What follows belongs to an exercise in optimizing a design on an open flow for small area; a production flow would make more cautious choices. RTL that was checked went through simulation tests only; none was proved equivalent to the original. The clock port is modelled as an ideal driver, which makes a skipped or thinned clock tree look cheaper than it is; a real chip needs a root buffer or a tree. Power and IR drop assume default switching activity.

==> inputs of build 54 <==
==> flow/design.v <==
`timescale 1ns / 1ps
module measure_cotr
(
    input           clk_sys,
    input           clk_samp,
    input           rst_n,
    input [11:0]    AD_data,
    output [1:0]    cotr_sig,
    output [23:0]   data_out
);
    localparam [2:0] PH_IDLE0 = 3'd0,
                     PH_IDLE1 = 3'd1,
                     PH_START = 3'd2,
                     PH_COUNT = 3'd3,
                     PH_LAST  = 3'd4,
                     PH_DONE  = 3'd5,
                     PH_W     = 3'd6;
    reg        samp0, samp1;
    reg [2:0]  ph;
    reg [1:0]  cotr;
    reg [7:0]  cnt;
    reg [22:0] dout;
    reg [3:0]  k;
    reg        m;
    reg        c;
    reg [10:0] P;
    reg [11:0] Q;
    reg [29:0] S;
    wire strobe   = samp0 & ~samp1;
    wire counting = (ph == PH_COUNT);
    wire cnt_last = (cnt == 8'h80);      
    wire active   = |k;
    wire [12:0] term = Q[0] ? {Q[11:1], 1'b0, 1'b1} : 13'd0;
    wire [12:0] V    = {2'b00, P} + term;
    wire [1:0]  d    = (k <= 4'd11) ? V[1:0] : 2'b00;
    wire [1:0]  a    = m ? 2'b00 : S[1:0];
    wire        s0   = a[0] ^ d[0] ^ c;
    wire        c0   = (a[0] & d[0]) | (a[0] & c) | (d[0] & c);
    wire        s1   = a[1] ^ d[1] ^ c0;
    wire        c1   = (a[1] & d[1]) | (a[1] & c0) | (d[1] & c0);
    wire [21:0] res  = S[27:6];
    always @(posedge clk_sys) begin
        samp0 <= clk_samp;
        samp1 <= samp0;
    end
    always @(posedge clk_sys) begin
        Q <= strobe ? AD_data : {1'b0, Q[11:1]};
        P <= strobe ? 11'd0 : V[12:2];
        c <= active & c1;
        if (active)
            S <= {s1, s0, S[29:2]};
    end
    always @(posedge clk_sys) begin
        if (!rst_n) begin
            k <= 4'd0;
            m <= 1'b1;
        end else begin
            k <= (strobe | active) ? k + 4'd1 : 4'd0;
            if (strobe)
                m <= m | ~counting | cnt_last;
            else if (&k)
                m <= 1'b0;
        end
    end
    always @(posedge clk_sys) begin
        if (!rst_n) begin
            ph   <= PH_IDLE0;
            cotr <= 2'b00;
            cnt  <= 8'h01;
            dout <= 23'd0;
        end else begin
            case (ph)
                PH_IDLE0: ph <= PH_IDLE1;
                PH_IDLE1: begin
                    cotr <= 2'b00;
                    ph   <= PH_START;
                end
                PH_W: begin
                    cotr <= {cotr[0], ~cotr[0]};
                    ph   <= PH_START;
                end
                PH_START: ph <= PH_COUNT;
                PH_COUNT: begin
                    if (strobe) begin
                        cnt <= {cnt[6:0], cnt[7] ^ cnt[5] ^ cnt[4] ^ cnt[3]};
                        if (cnt_last)
                            ph <= PH_LAST;
                    end
                end
                PH_LAST: ph <= PH_DONE;
                PH_DONE: begin
                    if (res >= 22'd13141 || cotr[1]) begin
                        dout <= {cotr[1], res};
                        ph   <= PH_IDLE0;
                    end else
                        ph <= PH_W;
                end
                default: ph <= PH_IDLE0;
            endcase
        end
    end
    assign cotr_sig = cotr;
    assign data_out = {dout[22], 1'b0, dout[21:0]};
endmodule
==> flow/flow/run.sh <==
#!/bin/bash
# Standard layout, with the port buffers made from buf_1 and no dummy clock loads.
export BUFFER_PORTS_ARGS="-buffer_cell sky130_fd_sc_hd__buf_1"
bash standard.sh > standard.log 2>&1
==> flow/standard.sh <==
#!/bin/bash
# synth_recipe.tcl (not shown) runs the flow's synth.tcl, then flattens the netlist and writes it again
# the make line also repeats each setting of config.mk as NAME=value (left out here)
make -C /OpenROAD-flow-scripts/flow DESIGN_CONFIG=/design/flow/config.mk WORK_HOME=/design/flow/orfs CLKGATE_MAP_FILE= SYNTH_SCRIPT=/design/flow/synth_recipe.tcl "${@:-finish}"
==> flow/config.mk <==
export PLATFORM = sky130hd
export DESIGN_NAME = measure_cotr
export DESIGN_NICKNAME = measure_cotr
export VERILOG_FILES = /design/flow/design.v
export SDC_FILE = /design/flow/constraint.sdc
export NUM_CORES = 4
export LEC_CHECK = 0
export CAP_MARGIN = 20
export CORE_MARGIN = 2
export CORE_UTILIZATION = 70
export SLEW_MARGIN = 20
==> flow/constraint.sdc <==
create_clock -name core_clock -period 10.0 [get_ports {clk_sys}]
set_input_delay 2.0000 -clock core_clock [delete_from_list [all_inputs] [get_ports {clk_sys}]]
set_output_delay 2.0000 -clock core_clock [all_outputs]
set_load 0.01 [all_outputs]
==> trial 37: changes against build 54 <==
--- a/flow/design.v
+++ b/flow/design.v
@@ -33,3 +33,19 @@
     wire [12:0] term = Q[0] ? {Q[11:1], 1'b0, 1'b1} : 13'd0;
-    wire [12:0] V    = {2'b00, P} + term;
+    wire [12:0] V;
+    wire [12:0] vc;
+    assign V[0]  = P[0] ^ term[0];
+    assign vc[0] = P[0] & term[0];
+    assign V[1]  = P[1] ^ vc[0];
+    assign vc[1] = P[1] & vc[0];
+    genvar gi;
+    generate
+        for (gi = 2; gi <= 10; gi = gi + 1) begin : g_fa
+            assign V[gi]  = P[gi] ^ term[gi] ^ vc[gi-1];
+            assign vc[gi] = (P[gi] & term[gi]) | (P[gi] & vc[gi-1]) | (term[gi] & vc[gi-1]);
+        end
+    endgenerate
+    assign V[11]  = term[11] ^ vc[10];
+    assign vc[11] = term[11] & vc[10];
+    assign V[12]  = term[12] ^ vc[11];
+    assign vc[12] = 1'b0;
     wire [1:0]  d    = (k <= 4'd11) ? V[1:0] : 2'b00;
@@ -64,2 +80,7 @@
     end
+    wire load = (ph == PH_DONE) && (res >= 22'd13141 || cotr[1]);
+    always @(posedge clk_sys) begin
+        if (!rst_n || load)
+            dout <= {cotr[1], res} & {23{rst_n}};
+    end
     always @(posedge clk_sys) begin
@@ -69,3 +90,2 @@
             cnt  <= 8'h01;
-            dout <= 23'd0;
         end else begin
@@ -91,6 +111,5 @@
                 PH_DONE: begin
-                    if (res >= 22'd13141 || cotr[1]) begin
-                        dout <= {cotr[1], res};
-                        ph   <= PH_IDLE0;
-                    end else
+                    if (load)
+                        ph <= PH_IDLE0;
+                    else
                         ph <= PH_W;
==> flow/flow/run.sh (replaced) <==
#!/bin/bash
# Standard ORFS layout with two changes: the port buffers are buf_1 cells, and the
# clock tree is a single level of buffers placed by flow/cts.tcl instead of TritonCTS.
set -euo pipefail
export BUFFER_PORTS_ARGS="-buffer_cell sky130_fd_sc_hd__buf_1"
bash standard.sh place > 1_place.log 2>&1
openroad -no_init -exit flow/cts.tcl > 2_cts.log 2>&1
bash standard.sh finish > 3_finish.log 2>&1
==> flow/flow/cts.tcl (new file) <==
# Clock tree: the clock port drives NBUF buffers, each serving one cluster of the
# clock sinks (k-means on the placed sink locations).
set res orfs/results/sky130hd/measure_cotr/base
set plat $::env(FLOW_HOME)/platforms/sky130hd
read_lef $plat/lef/sky130_fd_sc_hd.tlef
read_lef $plat/lef/sky130_fd_sc_hd_merged.lef
read_liberty $plat/lib/sky130_fd_sc_hd__tt_025C_1v80.lib
read_db $res/3_place.odb
read_sdc $res/3_place.sdc
source $plat/setRC.tcl
source flow/manual_cts.tcl
manual_cts 4 sky130_fd_sc_hd__clkbuf_16
set_propagated_clock [all_clocks]
estimate_parasitics -placement
detailed_placement
check_placement -verbose
estimate_parasitics -placement
report_clock_skew
report_checks -path_delay min
report_check_types -max_slew -max_capacitance -violators
write_db $res/4_1_cts.odb
write_sdc -no_timestamp $res/4_cts.sdc
==> flow/flow/manual_cts.tcl (new file) <==
# manual_cts NBUF BUFCELL: split the sinks of net clk_sys into NBUF clusters by
# k-means on their locations, and drive each cluster from its own BUFCELL
# instance, placed at the cluster's centroid and fed by clk_sys.
proc manual_cts { nbuf bufcell } {
  set block [ord::get_db_block]
  set db [ord::get_db]
  set clknet [$block findNet clk_sys]
  set master [$db findMaster $bufcell]
  set pts {}
  foreach it [$clknet getITerms] {
    set loc [[$it getInst] getLocation]
    lappend pts [list [lindex $loc 0] [lindex $loc 1] $it]
  }
  set pts [lsort -integer -index 0 $pts]
  set n [llength $pts]
  # initial centres: spread along x
  set cx {}; set cy {}
  for {set b 0} {$b < $nbuf} {incr b} {
    set p [lindex $pts [expr {($b * $n + $n / 2) / $nbuf}]]
    lappend cx [lindex $p 0]; lappend cy [lindex $p 1]
  }
  for {set iter 0} {$iter < 30} {incr iter} {
    set sx [lrepeat $nbuf 0]; set sy [lrepeat $nbuf 0]; set sn [lrepeat $nbuf 0]
    set asg {}
    foreach p $pts {
      set best 0; set bd -1
      for {set b 0} {$b < $nbuf} {incr b} {
        set d [expr {abs([lindex $p 0] - [lindex $cx $b]) + abs([lindex $p 1] - [lindex $cy $b])}]
        if {$bd < 0 || $d < $bd} { set bd $d; set best $b }
      }
      lappend asg $best
      lset sx $best [expr {[lindex $sx $best] + [lindex $p 0]}]
      lset sy $best [expr {[lindex $sy $best] + [lindex $p 1]}]
      lset sn $best [expr {[lindex $sn $best] + 1}]
    }
    for {set b 0} {$b < $nbuf} {incr b} {
      if {[lindex $sn $b] > 0} {
        lset cx $b [expr {[lindex $sx $b] / [lindex $sn $b]}]
        lset cy $b [expr {[lindex $sy $b] / [lindex $sn $b]}]
      }
    }
  }
  for {set b 0} {$b < $nbuf} {incr b} {
    if {[lindex $sn $b] == 0} { continue }
    set net [odb::dbNet_create $block "clknet_m$b"]
    $net setSigType CLOCK
    set inst [odb::dbInst_create $block $master "clkbuf_m$b"]
    $inst setLocation [lindex $cx $b] [lindex $cy $b]
    $inst setPlacementStatus PLACED
    [$inst findITerm A] connect $clknet
    [$inst findITerm X] connect $net
  }
  foreach p $pts b $asg {
    set it [lindex $p 2]
    $it disconnect
    $it connect [$block findNet "clknet_m$b"]
  }
  puts "manual_cts: cluster sizes $sn"
}
==> trial 49: changes against build 54 <==
==> flow/design.v, changed modules only <==
module measure_cotr
(
    input           clk_sys,
    input           clk_samp,
    input           rst_n,
    input [11:0]    AD_data,
    output [1:0]    cotr_sig,
    output [23:0]   data_out
);
    localparam [2:0] PH_IDLE0 = 3'd0,
                     PH_IDLE1 = 3'd1,
                     PH_START = 3'd2,
                     PH_COUNT = 3'd3,
                     PH_DONE  = 3'd4,
                     PH_W     = 3'd5;
    reg        samp0, samp1;
    reg [2:0]  ph;
    reg [1:0]  cotr;
    reg [7:0]  cnt;
    reg [22:0] dout;
    reg [3:0]  k;
    reg        m;
    reg        c;
    reg [13:0] P;
    reg [11:0] Q;
    reg [29:0] S;
    wire strobe   = samp0 & ~samp1;
    wire counting = (ph == PH_COUNT);
    wire cnt_full = &cnt;
    wire cnt_last = (cnt == 8'd254);
    wire active   = |k;
    wire [12:0] term = Q[0] ? {Q[11:1], 1'b0, 1'b1} : 13'd0;
    wire [13:0] V    = {2'b00, P[13:2]} + {1'b0, term};
    wire [1:0]  d    = (k <= 4'd11) ? V[1:0] : 2'b00;
    wire [1:0]  a    = m ? 2'b00 : S[1:0];
    wire        s0   = a[0] ^ d[0] ^ c;
    wire        c0   = (a[0] & d[0]) | (a[0] & c) | (d[0] & c);
    wire        s1   = a[1] ^ d[1] ^ c0;
    wire        c1   = (a[1] & d[1]) | (a[1] & c0) | (d[1] & c0);
    wire [21:0] res  = S[27:6];
    always @(posedge clk_sys) begin
        samp0 <= clk_samp;
        samp1 <= samp0;
    end
    always @(posedge clk_sys) begin
        Q <= strobe ? AD_data : {1'b0, Q[11:1]};
        P <= strobe ? 14'd0 : V;
        c <= active & c1;
        if (active)
            S <= {s1, s0, S[29:2]};
    end
    always @(posedge clk_sys) begin
        if (!rst_n) begin
            k <= 4'd0;
            m <= 1'b1;
        end else begin
            k <= (strobe | active) ? k + 4'd1 : 4'd0;
            if (strobe)
                m <= m | ~counting | cnt_last;
            else if (&k)
                m <= 1'b0;
        end
    end
    always @(posedge clk_sys) begin
        if (!rst_n) begin
            ph   <= PH_IDLE0;
            cotr <= 2'b00;
            cnt  <= 8'd0;
            dout <= 23'd0;
        end else begin
            case (ph)
                PH_IDLE0: ph <= PH_IDLE1;
                PH_IDLE1: begin
                    cotr <= 2'b00;
                    ph   <= PH_START;
                end
                PH_W: begin
                    cotr <= {cotr[0], ~cotr[0]};
                    ph   <= PH_START;
                end
                PH_START: ph <= PH_COUNT;
                PH_COUNT: begin
                    if (cnt_full) begin
                        cnt <= 8'd0;
                        ph  <= PH_DONE;
                    end else if (strobe)
                        cnt <= cnt + 8'd1;
                end
                PH_DONE: begin
                    if (res >= 22'd13141 || cotr[1]) begin
                        dout <= {cotr[1], res};
                        ph   <= PH_IDLE0;
                    end else
                        ph <= PH_W;
                end
                default: ph <= PH_IDLE0;
            endcase
        end
    end
    assign cotr_sig = cotr;
    assign data_out = {dout[22], 1'b0, dout[21:0]};
endmodule
==> flow/run.sh (new file) <==
#!/bin/bash
# synth_recipe.tcl (not shown) runs the flow's synth.tcl, then flattens the netlist and writes it again
# the make line also repeats each setting of config.mk as NAME=value (left out here)
make -C /OpenROAD-flow-scripts/flow DESIGN_CONFIG=/design/flow/config.mk WORK_HOME=/design/flow/orfs CLKGATE_MAP_FILE= SYNTH_SCRIPT=/design/flow/synth_recipe.tcl finish
--- a/flow/config.mk
+++ b/flow/config.mk
@@ -9,3 +9,3 @@
 export CORE_MARGIN = 2
-export CORE_UTILIZATION = 70
+export CORE_UTILIZATION = 40
 export SLEW_MARGIN = 20
removed: flow/flow/run.sh
removed: flow/standard.sh
==> trial 90: changes against build 54 <==
==> flow/design.v, changed modules only <==
module measure_cotr
(
    input           clk_sys,
    input           clk_samp,
    input           rst_n,
    input [11:0]    AD_data,
    output [1:0]    cotr_sig,
    output [23:0]   data_out
);
    localparam [2:0] PH_IDLE0 = 3'd0,
                     PH_IDLE1 = 3'd1,
                     PH_START = 3'd2,
                     PH_COUNT = 3'd3,
                     PH_DONE  = 3'd4,
                     PH_W     = 3'd5;
    reg        samp0, samp1;
    reg [2:0]  ph;
    reg [1:0]  cotr;
    reg [7:0]  cnt;
    reg [22:0] dout;
    reg [3:0]  k;
    reg        m;
    reg        c;
    reg [13:0] P;
    reg [11:0] Q;
    reg [29:0] S;
    wire strobe   = samp0 & ~samp1;
    wire counting = (ph == PH_COUNT);
    wire cnt_full = &cnt;
    wire cnt_last = (cnt == 8'd254);
    wire active   = |k;
    wire [12:0] term = Q[0] ? {Q[11:1], 1'b0, 1'b1} : 13'd0;
    wire [13:0] V    = {2'b00, P[13:2]} + {1'b0, term};
    wire [1:0]  d    = (k <= 4'd11) ? V[1:0] : 2'b00;
    wire [1:0]  a    = m ? 2'b00 : S[1:0];
    wire        s0   = a[0] ^ d[0] ^ c;
    wire        c0   = (a[0] & d[0]) | (a[0] & c) | (d[0] & c);
    wire        s1   = a[1] ^ d[1] ^ c0;
    wire        c1   = (a[1] & d[1]) | (a[1] & c0) | (d[1] & c0);
    wire [21:0] res  = S[27:6];
    always @(posedge clk_sys) begin
        samp0 <= clk_samp;
        samp1 <= samp0;
    end
    always @(posedge clk_sys) begin
        Q <= strobe ? AD_data : {1'b0, Q[11:1]};
        P <= strobe ? 14'd0 : V;
        c <= active & c1;
        if (active)
            S <= {s1, s0, S[29:2]};
    end
    always @(posedge clk_sys) begin
        if (!rst_n) begin
            k <= 4'd0;
            m <= 1'b1;
        end else begin
            k <= (strobe | active) ? k + 4'd1 : 4'd0;
            if (strobe)
                m <= m | ~counting | cnt_last;
            else if (&k)
                m <= 1'b0;
        end
    end
    always @(posedge clk_sys) begin
        if (!rst_n) begin
            ph   <= PH_IDLE0;
            cotr <= 2'b00;
            cnt  <= 8'd0;
            dout <= 23'd0;
        end else begin
            case (ph)
                PH_IDLE0: ph <= PH_IDLE1;
                PH_IDLE1: begin
                    cotr <= 2'b00;
                    ph   <= PH_START;
                end
                PH_W: begin
                    cotr <= {cotr[0], ~cotr[0]};
                    ph   <= PH_START;
                end
                PH_START: ph <= PH_COUNT;
                PH_COUNT: begin
                    if (cnt_full) begin
                        cnt <= 8'd0;
                        ph  <= PH_DONE;
                    end else if (strobe)
                        cnt <= cnt + 8'd1;
                end
                PH_DONE: begin
                    if (res >= 22'd13141 || cotr[1]) begin
                        dout <= {cotr[1], res};
                        ph   <= PH_IDLE0;
                    end else
                        ph <= PH_W;
                end
                default: ph <= PH_IDLE0;
            endcase
        end
    end
    assign cotr_sig = cotr;
    assign data_out = {dout[22], 1'b0, dout[21:0]};
endmodule
==> flow/run.sh (new file) <==
#!/bin/bash
# synth_recipe.tcl (not shown) runs the flow's synth.tcl, then flattens the netlist and writes it again
# the make line also repeats each setting of config.mk as NAME=value (left out here)
make -C /OpenROAD-flow-scripts/flow DESIGN_CONFIG=/design/flow/config.mk WORK_HOME=/design/flow/orfs CLKGATE_MAP_FILE= SYNTH_SCRIPT=/design/flow/synth_recipe.tcl finish
--- a/flow/config.mk
+++ b/flow/config.mk
@@ -9,3 +9,6 @@
 export CORE_MARGIN = 2
-export CORE_UTILIZATION = 70
+export CORE_UTILIZATION = 85
+export CTS_BUF_LIST = sky130_fd_sc_hd__clkbuf_2
+export CTS_CLUSTER_SIZE = 20
+export PLACE_DENSITY = 0.9
 export SLEW_MARGIN = 20
removed: flow/flow/run.sh
removed: flow/standard.sh
==> notes <==
Build 54 finished clean. Trial 49 produced a clean layout. Trial 37 passed the timing, DRC and antenna checks. Trial 90 stopped in global placement.
Final area, lowest first: trial 37, build 54, trial 49.
The lowest die area belongs to trial 37, the highest to trial 49.
Global-route usage, lowest first: trial 49, trial 37, build 54.
Between trial 37 and build 54, the lower combinational power is in trial 37 (gap about 30%, measured against build 54).
In area after synthesis, trial 49 and trial 90 do not differ.
In build 54 the clock-buffer cell count is higher than in trial 49, by 2.
Of trial 49 and build 54, trial 49 has the higher sequential cell count (gap 1).
==> figures <==
Data buffer area share: trial 37 -; trial 90 -; trial 49 8.235%; build 54 3.939%
Result of the run: trial 37 no timing/DRC/antenna violations; trial 90 aborted with a tool error; trial 49 no timing/DRC/antenna violations; build 54 no timing/DRC/antenna violations
Last stage reached: trial 37 -; trial 90 global placement; trial 49 -; build 54 -
Hold depth: trial 37 0; trial 90 -; trial 49 0; build 54 0
Standard cell with the maximum stage delay on the critical path: trial 37 sky130_fd_sc_hd__dfxtp_1; trial 90 -; trial 49 sky130_fd_sc_hd__clkdlybuf4s50_1; build 54 sky130_fd_sc_hd__buf_2
Most instantiated flip-flop cell in the synthesis netlist: trial 37 sky130_fd_sc_hd__edfxtp_1; trial 90 sky130_fd_sc_hd__dfxtp_1; trial 49 sky130_fd_sc_hd__dfxtp_1; build 54 sky130_fd_sc_hd__dfxtp_1
Max reg flops: trial 37 30; trial 90 -; trial 49 30; build 54 30
Setup crit start: trial 37 Q[0]; trial 90 -; trial 49 cotr[1]; build 54 rst_n
Number of enable flip-flop cells after synthesis: trial 37 53; trial 90 30; trial 49 30; build 54 30
Number of search-and-repair iterations in the first detailed-routing pass: trial 37 4; trial 90 -; trial 49 4; build 54 4
DIE AREA: trial 37 0.006037 mm2; trial 90 -; trial 49 0.01119 mm2; build 54 0.006563 mm2
Max FO, Critical Path: trial 37 12; trial 90 -; trial 49 4; build 54 61
Maximum cell stage delay along the critical path: trial 37 400 ps; trial 90 -; trial 49 560 ps; build 54 730 ps
Mean Syn Cell Area: trial 37 12.93 um2; trial 90 10.21 um2; trial 49 10.21 um2; build 54 10.05 um2
Sum Neg Setup Slack: trial 37 0 ps; trial 90 -; trial 49 0 ps; build 54 0 ps
Routing layer with the top usage in global route: trial 37 met2; trial 90 -; trial 49 met2; build 54 met2
For build 54, only the layout was checked, not whether the RTL still works. In trial 37 the design's own scripts or RTL, not TritonCTS, make the clock network.

==> afterwards: timing with drivers on the ports <==
No port has a modelled driver above. Below, the same layouts with a new extraction and two added sets of constraints.
Step 1, drivers: a clkbuf_16 drives clk_sys and a buf_2 each remaining input, both assumed.
Step 2 times the ports against the registers' clock, not the clock port: input delays grow and output delays shrink by t, the midpoint of the rising clock arrivals with the driver on.
Slacks: no drivers / after step 1 / after step 2; pairs: no drivers / after step 1.
run | t (ns) | setup WS [ns] | clock arrival spread, ns | worst data-port slew with drivers (ns) | cell pins on the clock port's net
build 54 | 0.386 | 6.991 / 6.996 / 6.610 | 0.014 / 0.014 | 0.03 | 1
trial 37 | 0.227 | 5.349 / 5.349 / 5.349 | 0.044 / 0.045 | 0.03 | 4
trial 49 | 0.396 | 6.665 / 6.630 / 7.025 | 0.009 / 0.009 | 0.03 | 1
After both steps setup and hold are still met in every run listed. For build 54, which loses most, drivers alone change the setup slack by +0.005 ns; drivers and shift together by -0.381 ns.
